From an optimization exercise on the open Yosys and OpenROAD flow, aimed at small area and a short achievable clock period; shortcuts taken in it are not production practice.
Only simulation tests tie the RTL to the original design; equivalence was not proved.

Design DOUBLY_PIPELINE, start of the top module:
module DOUBLY_PIPELINE(clk,xi,yi,r,ang,xf,yf);
input [15:0] xi,yi;
input clk;
output reg [15:0] r,ang;
output reg [15:0] xf,yf;
reg [15:0] a1,a2,a3,a4,a5,a6,a7,a8;
reg [15:0] b1,b2,b3,b4,b5,b6;
reg [15:7] b7;
reg [15:0] x2,x3,x4,x5,x6,x7,x8;
reg [15:0] y2,y3,y4,y5,y6,y7,y8;
reg [1:1] d2; reg [2:1] d3; reg [3:1] d4; reg [4:1] d5; reg [5:1] d6; reg [6:1] d7; reg [6:1] d8;
reg nb1, nb2, nb3, nb4, nb5, nb6;
reg ne1, ne2, ne3, ne4, ne5, ne6;
wire [15:0] s1a, s1b;
add16 u_s1a (.a(xi), .b(yi), .s(s1a));
sub16 u_s1b (.a(yi), .b(xi), .s(s1b));
always @(posedge clk) begin a1 <= s1a; b1 <= s1b; end
always @(posedge clk) nb1 <= ~s1b[15];
wire t_x1 = b1[1] ^ b1[15];
wire t_x2 = b1[2] ^ b1[15];
wire t_x3 = b1[3] ^ b1[15];
wire t_x4 = b1[4] ^ b1[15];
wire t_x5 = b1[5] ^ b1[15];
wire t_x6 = b1[6] ^ b1[15];
wire t_x7 = b1[7] ^ b1[15];
wire t_x8 = b1[8] ^ b1[15];
wire t_x9 = b1[9] ^ b1[15];
wire t_x10 = b1[10] ^ b1[15];
wire t_x11 = b1[11] ^ b1[15];
wire t_x12 = b1[12] ^ b1[15];
wire t_x13 = b1[13] ^ b1[15];
wire t_x14 = b1[14] ^ b1[15];
wire t_x15 = b1[15] ^ b1[15];
wire t_s16, t_c17; fa u_t_s16 (.a(a1[0]), .b(t_x1), .c(b1[15]), .s(t_s16), .co(t_c17));
wire t_s18, t_c19; fa u_t_s18 (.a(a1[1]), .b(t_x2), .c(t_c17), .s(t_s18), .co(t_c19));
wire t_s20, t_c21; fa u_t_s20 (.a(a1[2]), .b(t_x3), .c(t_c19), .s(t_s20), .co(t_c21));
  ...
==> flow/config.mk <==
export PLATFORM = sky130hd
export DESIGN_NAME = DOUBLY_PIPELINE
export DESIGN_NICKNAME = DOUBLY_PIPELINE
export VERILOG_FILES = /design/flow/design.v
export SDC_FILE = /design/flow/constraint.sdc
export NUM_CORES = 4
export LEC_CHECK = 0
export CAP_MARGIN = 20
export CORE_MARGIN = 2
export CORE_UTILIZATION = 60
export CTS_BUF_LIST = sky130_fd_sc_hd__clkbuf_4
export CTS_CLUSTER_SIZE = 20
export SLEW_MARGIN = 20
export SYNTH_HIERARCHICAL = 1
export SYNTH_MINIMUM_KEEP_SIZE = 0
==> flow/constraint.sdc <==
create_clock -name core_clock -period 25.0 [get_ports {clk}]
set_input_delay 5.0000 -clock core_clock [delete_from_list [all_inputs] [get_ports {clk}]]
set_output_delay 5.0000 -clock core_clock [all_outputs]
set_load 0.01 [all_outputs]
standard.sh (not shown) runs the stock make flow with config.mk's settings and CLKGATE_MAP_FILE= SYNTH_SCRIPT=/design/flow/synth_recipe.tcl, a recipe that flattens the netlist after the stock synthesis.
==> flow/flow/run.sh <==
#!/bin/bash
# Standard layout, but buffer the ports with buf_4 instead of the default delay-cell buffer.
export BUFFER_PORTS_ARGS="-buffer_cell sky130_fd_sc_hd__buf_4"
bash standard.sh > standard.log 2>&1
The starting point went through all stages and came out clean.
Then changed:
- CORE_UTILIZATION: 60 -> 55
- CTS_BUF_LIST: sky130_fd_sc_hd__clkbuf_4 -> sky130_fd_sc_hd__clkbuf_16 sky130_fd_sc_hd__clkbuf_8
- CTS_CLUSTER_DIAMETER: unset -> 80
- CTS_CLUSTER_SIZE: 20 -> 16
=>
- hold slack gets better by 0.022 ns
- synthesized cell count is unchanged
- count of clock-buffer cells in the layout goes down by 148
- setup slack gets better by 0.034 ns
- cell area goes down slightly
- area after synthesis is unchanged
- first-iteration DRC count goes down by a few percent
- wire length goes down slightly

Setup of north:
Another version of the RTL of DOUBLY_PIPELINE (not shown whole).
Size: roughly 2600 cells after synthesis, ~560 flip-flops, ~0.035 sq mm of cells after synthesis.
// DOUBLY_PIPELINE
module DOUBLY_PIPELINE(clk,xi,yi,r,ang,xf,yf);
input [15:0] xi,yi;
input clk;
output reg [15:0] r,ang;
output reg [15:0] xf,yf;
reg [15:0] a1,a2,a3,a4,a5,a6,a7,a8;
reg [15:0] b1,b2,b3,b4,b5,b6;
reg [15:7] b7;
reg [15:0] x2,x3,x4,x5,x6,x7,x8;
reg [15:0] y2,y3,y4,y5,y6,y7,y8;
reg [1:1] d2; reg [2:1] d3; reg [3:1] d4; reg [4:1] d5; reg [5:1] d6; reg [6:1] d7; reg [6:1] d8;
reg nb1, nb2, nb3, nb4, nb5, nb6;
reg ne1, ne2, ne3, ne4, ne5, ne6;
wire [15:0] s1a, s1b;
add16 u_s1a (.a(xi), .b(yi), .s(s1a));
sub16 u_s1b (.a(yi), .b(xi), .s(s1b));
always @(posedge clk) begin a1 <= s1a; b1 <= s1b; end
always @(posedge clk) nb1 <= ~s1b[15];
wire t_x1 = b1[1] ^ b1[15];
wire t_x2 = b1[2] ^ b1[15];
wire t_x3 = b1[3] ^ b1[15];
wire t_x4 = b1[4] ^ b1[15];
wire t_x5 = b1[5] ^ b1[15];
wire t_x6 = b1[6] ^ b1[15];
wire t_x7 = b1[7] ^ b1[15];
wire t_x8 = b1[8] ^ b1[15];
wire t_x9 = b1[9] ^ b1[15];
wire t_x10 = b1[10] ^ b1[15];
wire t_x11 = b1[11] ^ b1[15];
wire t_x12 = b1[12] ^ b1[15];
wire t_x13 = b1[13] ^ b1[15];
wire t_x14 = b1[14] ^ b1[15];
wire t_s15, t_c16; fa u_t_s15 (.a(a1[0]), .b(t_x1), .c(b1[15]), .s(t_s15), .co(t_c16));
wire t_s17, t_c18; fa u_t_s17 (.a(a1[1]), .b(t_x2), .c(t_c16), .s(t_s17), .co(t_c18));
  ...
==> flow/config.mk <==
export PLATFORM = sky130hd
export DESIGN_NAME = DOUBLY_PIPELINE
export DESIGN_NICKNAME = DOUBLY_PIPELINE
export VERILOG_FILES = /design/flow/design.v
export SDC_FILE = /design/flow/constraint.sdc
export NUM_CORES = 4
export LEC_CHECK = 0
export CAP_MARGIN = 20
export CORE_MARGIN = 2
export CORE_UTILIZATION = 55
export CTS_BUF_LIST = sky130_fd_sc_hd__clkbuf_16
export CTS_CLUSTER_DIAMETER = 120
export CTS_CLUSTER_SIZE = 30
export SLEW_MARGIN = 20
export SYNTH_HIERARCHICAL = 1
export SYNTH_MINIMUM_KEEP_SIZE = 0
==> flow/constraint.sdc <==
create_clock -name core_clock -period 25.0 [get_ports {clk}]
set_input_delay 5.0000 -clock core_clock [delete_from_list [all_inputs] [get_ports {clk}]]
set_output_delay 5.0000 -clock core_clock [all_outputs]
set_load 0.01 [all_outputs]
Scripts as last shown in full above: flow/flow/run.sh
north completed; timing, DRC and antenna clean
--- input diff north..south ---
==> flow/flow/run.sh <==
#!/bin/bash
# The standard layout, with two changes: the ports are buffered with buf_4
# instead of the default delay-cell buffer, and after placement the flip-flops
# that drive an output port or many loads get a stronger drive (same cell type).
set -euo pipefail
export BUFFER_PORTS_ARGS="-buffer_cell sky130_fd_sc_hd__buf_4"
bash standard.sh synth floorplan place > standard_place.log 2>&1
openroad -no_init -exit flow/upsize.tcl > upsize.log 2>&1
bash standard.sh > standard.log 2>&1
==> flow/flow/upsize.tcl (new file) <==
# Give a stronger drive to flip-flops that drive an output port buffer or a
# high-fanout net, then legalize the placement again.
set res $::env(FLOW_OUT)/../orfs/results/$::env(FLOW_PLATFORM)/DOUBLY_PIPELINE/base
read_db $res/3_place.odb
read_liberty $::env(FLOW_HOME)/platforms/$::env(FLOW_PLATFORM)/lib/sky130_fd_sc_hd__tt_025C_1v80.lib
set n 0
foreach inst [get_cells *] {
  set master [get_property $inst ref_name]
  if {$master ne "sky130_fd_sc_hd__dfxtp_1"} { continue }
  set q [get_pins -of_objects $inst -filter "direction == output"]
  set net [get_nets -of_objects $q]
  set loads [get_pins -of_objects $net -filter "direction == input"]
  set nl [llength $loads]
  set to_port 0
  foreach l $loads {
    set lc [get_cells -of_objects $l]
    set onet [get_nets -of_objects [get_pins -of_objects $lc -filter "direction == output"]]
    if {[llength [get_ports -quiet -of_objects $onet]] > 0} { set to_port 1 }
  }
  if {$to_port || $nl >= 8} {
    set new [expr {$nl >= 12 ? "sky130_fd_sc_hd__dfxtp_4" : "sky130_fd_sc_hd__dfxtp_2"}]
    if {$to_port} { set new "sky130_fd_sc_hd__dfxtp_2" }
    replace_cell $inst $new
    incr n
  }
}
puts "upsized $n flip-flops"
detailed_placement
check_placement -verbose
write_db $res/3_place.odb
Results
Compared south against north; final cell count without fillers within noise.
Comparing south against north, there is no change at all in number of multi-input combinational cells in the layout.
Compared with north, in south setup slack saw an increase, endpoint arrival time on the critical path lower, sequential share of layout area now larger.
south against north: routed wire length up 0.32%; final area up 0.39%.

## what the ideal ports hide
No port has a modelled driver above. Below, the same layouts with a new extraction and two added sets of constraints.
Step 1 (the two cells are an assumption about what drives the block):
set clk [get_ports {clk}]
set_driving_cell -lib_cell sky130_fd_sc_hd__clkbuf_16 $clk
set_driving_cell -lib_cell sky130_fd_sc_hd__buf_2 [delete_from_list [all_inputs] $clk]
Step 2 moves the port delays by t, midway between the first and last clock arrival at a register: inputs arrive t later, outputs are due t later. That takes back most of the time a late clock gives input paths.
Three values: ideal ports, drivers, drivers and shift; two values: the first two.
| run | t (ns) | slack for setup (ns) | hold WS [ns] | latest minus earliest clock arrival (ns) | worst data-port slew with drivers (ns) |
|---|---|---|---|---|---|
| the first run of note 1 | 0.978 | 18.514 / 18.459 / 17.960 | 0.305 / 0.305 / 0.305 | 0.050 / 0.050 | 0.03 |
| the second run of note 1 | 0.652 | 18.548 / 18.591 / 17.939 | 0.327 / 0.327 / 0.327 | 0.026 / 0.026 | 0.03 |
| north | 0.658 | 18.817 / 18.752 / 18.395 | 0.334 / 0.334 / 0.334 | 0.024 / 0.024 | 0.04 |
| south | 0.661 | 18.881 / 18.816 / 18.408 | 0.335 / 0.335 / 0.335 | 0.023 / 0.023 | 0.04 |
After both steps every run listed still meets setup and hold. For the second run of note 1, which loses most, drivers alone change the setup slack by +0.043 ns; drivers and shift together by -0.609 ns.
